Background: an optimization exercise with open tools, aiming at small area, a short achievable clock period and few clock cycles per item. Do not read the settings as production practice. The RTL was checked by simulation tests, not by an equivalence proof against the original design.

v6:
## reciprocal_float
module reciprocal_float(
    input clk, rst,
    input start,
    input [31:0] x,
    output [31:0] out,
    output done, zero_flag
);
    localparam NC = 23;          
    localparam W = 29;           
    reg busy, done_r, first_r;
    reg [4:0] cnt;
    reg [22:0] xm_r;             
    reg [W-1:0] r;
    reg s_r, zf_r, mz_r, p24_r;
    reg [7:0] e_r;
    wire [22:0] clr;
    genvar k;
    generate
        for (k = 0; k < 23; k = k + 1) begin : dec
            assign clr[k] = (cnt == k);
        end
    endgenerate
    wire first = first_r;
    wire [W-1:0] xm0 = {{(W-25){1'b0}}, 1'b1, xm_r, 1'b0};
    wire p0 = ~r[W-1];
    wire [W-1:0] b0 = {xm0[W-1:1] ^ {(W-1){p0}}, p0 | first};
    wire [W-1:0] t0;
    pfx_add #(.W(W)) ad0 (.a(r), .b(b0), .cin(p0 | first), .s(t0));
    wire [W-1:0] rn = {t0[W-2:0], p0};
    wire mz = ~(|x[22:0]);
    always @(posedge clk or posedge rst) begin
        if (rst) begin
            busy <= 1'b0;
            done_r <= 1'b0;
        end else begin
            done_r <= busy && (cnt == NC - 1);
            if (!busy)
                busy <= start;
            else if (cnt == NC - 1)
                busy <= 1'b0;
        end
    end
    always @(posedge clk) begin
        first_r <= ~busy;
        cnt <= busy ? cnt + 5'd1 : 5'd0;
        if (!busy)
            r <= ~{{(W-25){1'b0}}, x[22:0], 2'b00};
        else if (first && mz_r)
            r <= {{(W-25){1'b1}}, 23'd0, 2'b11};
        else
            r <= rn;
        xm_r <= busy ? xm_r & ~clr : x[22:0];
  ...
==> module reciprocal_float, before the edit <==
module reciprocal_float(
    input clk, rst,
    input start,
    input [31:0] x,
    output [31:0] out,
    output done, zero_flag
);
    localparam NC = 23;          
    localparam W = 29;           
    reg busy, done_r, first_r;
    reg [4:0] cnt;
    reg [22:0] xm_r;             
    reg [W-1:0] r;
    reg s_r, zf_r, mz_r, p24_r;
    reg [7:0] e_r;
    wire [22:0] clr;
    genvar k;
    generate
        for (k = 0; k < 23; k = k + 1) begin : dec
            assign clr[k] = (cnt == k);
        end
    endgenerate
    wire first = first_r;
    wire [W-1:0] xm0 = {{(W-25){1'b0}}, 1'b1, xm_r, 1'b0};
    wire p0 = ~r[W-1];
    wire [W-1:0] b0 = {xm0[W-1:1] ^ {(W-1){p0}}, p0 | first};
    wire [W-1:0] t0;
    pfx_add #(.W(W)) ad0 (.a(r), .b(b0), .cin(p0 | first), .s(t0));
    wire [W-1:0] rn = {t0[W-2:0], p0};
    wire mz = ~(|x[22:0]);
    always @(posedge clk or posedge rst) begin
        if (rst) begin
            busy <= 1'b0;
            done_r <= 1'b0;
        end else begin
            done_r <= busy && (cnt == NC - 1);
            if (!busy)
                busy <= start;
            else if (cnt == NC - 1)
                busy <= 1'b0;
        end
    end
    always @(posedge clk) begin
        first_r <= ~busy;
        cnt <= busy ? cnt + 5'd1 : 5'd0;
        if (!busy)
            r <= ~{{(W-25){1'b0}}, x[22:0], 2'b00};
        else if (first && mz_r)
            r <= {{(W-25){1'b1}}, 23'd0, 2'b11};
        else
            r <= rn;
        xm_r <= busy ? xm_r & ~clr : x[22:0];
        p24_r <= ~t0[W-1];
        s_r <= x[31];
        mz_r <= mz;
        zf_r <= mz & ~(|x[30:23]);
        e_r <= ~x[30:23] - 8'd2 + {7'd0, mz_r};
    end
    assign done = done_r;
    assign zero_flag = zf_r;
    assign out = {s_r, e_r, r[20:0], p24_r, 1'b1};
endmodule
==> flow/config.mk <==
export PLATFORM = sky130hd
export DESIGN_NAME = reciprocal_float
export DESIGN_NICKNAME = reciprocal_float
export VERILOG_FILES = /design/flow/design.v
export SDC_FILE = /design/flow/constraint.sdc
export NUM_CORES = 4
export LEC_CHECK = 0
export CAP_MARGIN = 20
export CORE_MARGIN = 2
export CORE_UTILIZATION = 40
export SLEW_MARGIN = 20
export SYNTH_HIERARCHICAL = 1
export SYNTH_MINIMUM_KEEP_SIZE = 0
==> flow/constraint.sdc <==
create_clock -name core_clock -period 11.0 [get_ports {clk}]
set_input_delay 2.2000 -clock core_clock [delete_from_list [all_inputs] [get_ports {clk}]]
set_output_delay 2.2000 -clock core_clock [all_outputs]
set_load 0.01 [all_outputs]
standard.sh (not shown) runs the stock make flow with config.mk's settings and CLKGATE_MAP_FILE= SYNTH_SCRIPT=/design/flow/synth_recipe.tcl, a recipe that flattens the netlist after the stock synthesis.
==> flow/flow/run.sh <==
#!/bin/bash
# The standard layout (standard.sh, unchanged synthesis), with repair_timing
# aiming below the clock period and smaller port buffers.
set -euo pipefail
bash standard.sh SETUP_SLACK_MARGIN=7.6 'BUFFER_PORTS_ARGS=-buffer_cell sky130_fd_sc_hd__buf_1' finish > standard_flow.log 2>&1
v6: flow completed, timing, DRC and antenna clean
Testbench counts of v6, summed over its fixed seeds: cycles 40,000, items 1,600.
The inputs of v7 differ from those of v6 as listed below.
diff --git a/flow/design.v b/flow/design.v
--- a/flow/design.v
+++ b/flow/design.v
@@ -385,26 +385,26 @@
     input [31:0] x,
     output [31:0] out,
     output done, zero_flag
 );
     localparam NC = 23;          
     localparam W = 29;           
-    reg busy, done_r, first_r;
+    reg busy, done_r;
     reg [4:0] cnt;
     reg [22:0] xm_r;             
     reg [W-1:0] r;
     reg s_r, zf_r, mz_r, p24_r;
     reg [7:0] e_r;
     wire [22:0] clr;
     genvar k;
     generate
         for (k = 0; k < 23; k = k + 1) begin : dec
             assign clr[k] = (cnt == k);
         end
     endgenerate
-    wire first = first_r;
+    wire first = (cnt == 5'd0);
     wire [W-1:0] xm0 = {{(W-25){1'b0}}, 1'b1, xm_r, 1'b0};
     wire p0 = ~r[W-1];
     wire [W-1:0] b0 = {xm0[W-1:1] ^ {(W-1){p0}}, p0 | first};
     wire [W-1:0] t0;
     pfx_add #(.W(W)) ad0 (.a(r), .b(b0), .cin(p0 | first), .s(t0));
     wire [W-1:0] rn = {t0[W-2:0], p0};
@@ -419,25 +419,19 @@
                 busy <= start;
             else if (cnt == NC - 1)
                 busy <= 1'b0;
         end
     end
     always @(posedge clk) begin
-        first_r <= ~busy;
         cnt <= busy ? cnt + 5'd1 : 5'd0;
-        if (!busy)
-            r <= ~{{(W-25){1'b0}}, x[22:0], 2'b00};
-        else if (first && mz_r)
-            r <= {{(W-25){1'b1}}, 23'd0, 2'b11};
-        else
-            r <= rn;
+        r <= busy ? rn : ~{{(W-25){1'b0}}, x[22:0], 2'b00};
         xm_r <= busy ? xm_r & ~clr : x[22:0];
-        p24_r <= ~t0[W-1];
+        p24_r <= ~t0[W-1] & ~mz_r;
         s_r <= x[31];
         mz_r <= mz;
         zf_r <= mz & ~(|x[30:23]);
         e_r <= ~x[30:23] - 8'd2 + {7'd0, mz_r};
     end
     assign done = done_r;
     assign zero_flag = zf_r;
-    assign out = {s_r, e_r, r[20:0], p24_r, 1'b1};
+    assign out = {s_r, e_r, r[20:0] & {21{~mz_r}}, p24_r, 1'b1};
 endmodule
Notes after the runs:
Looking at launching instance or port of the critical path, the mz_r result is from v7; the r[3] one comes from v6.
Max freq v6 -> v7: degraded
v6 -> v7: number of violations of the max-capacitance limit delta 0, exact match
Looking at main combinational cell family by area after synthesis, the simple AND/OR/NAND/NOR gates result is from v7; the compound AO/OA/AOI/OAI gates one comes from v6.
For the utilization of the core after routing, v7 came in 1.0 points higher than v6 did.
v7 against v6: data arrival time of the critical path increased by 190 ps relative to the old numbers; storage element area decreased by about 1% relative to the old numbers.
Summary of v7 over v6: count of sequential standard cells lost 1, length in cells of the worst reg-to-reg path rose 2, synthesized area moved up.
Testbench counts of v7, summed over its fixed seeds: cycles 40,000, items 1,600.

==> static timing again, ports no longer ideal <==
How much do the figures lean on ideal ports? The routed layouts below were timed once more, with nothing changed but the port constraints.
Step 1: set_driving_cell puts a clkbuf_16 on clk and a buf_2 on each other input, an assumption about the parent block.
Step 2 moves the port delays by t, midway between the first and last clock arrival at a register: inputs arrive t later, outputs are due t later. That takes back most of the time a late clock gives input paths.
Three values: ideal, step 1, step 2; two values: the first two.
| run | t, ns | slack for setup (ns) | pins driven straight from the clock port |
|---|---|---|---|
| v6 | 0.376 | 7.892 / 7.859 / 7.739 | 1 |
| v7 | 0.375 | 7.696 / 7.666 / 7.527 | 1 |
After both steps setup and hold are still met in every run listed. The setup slack of v7, which loses most, moves by -0.030 ns with the drivers and by -0.169 ns with both steps.
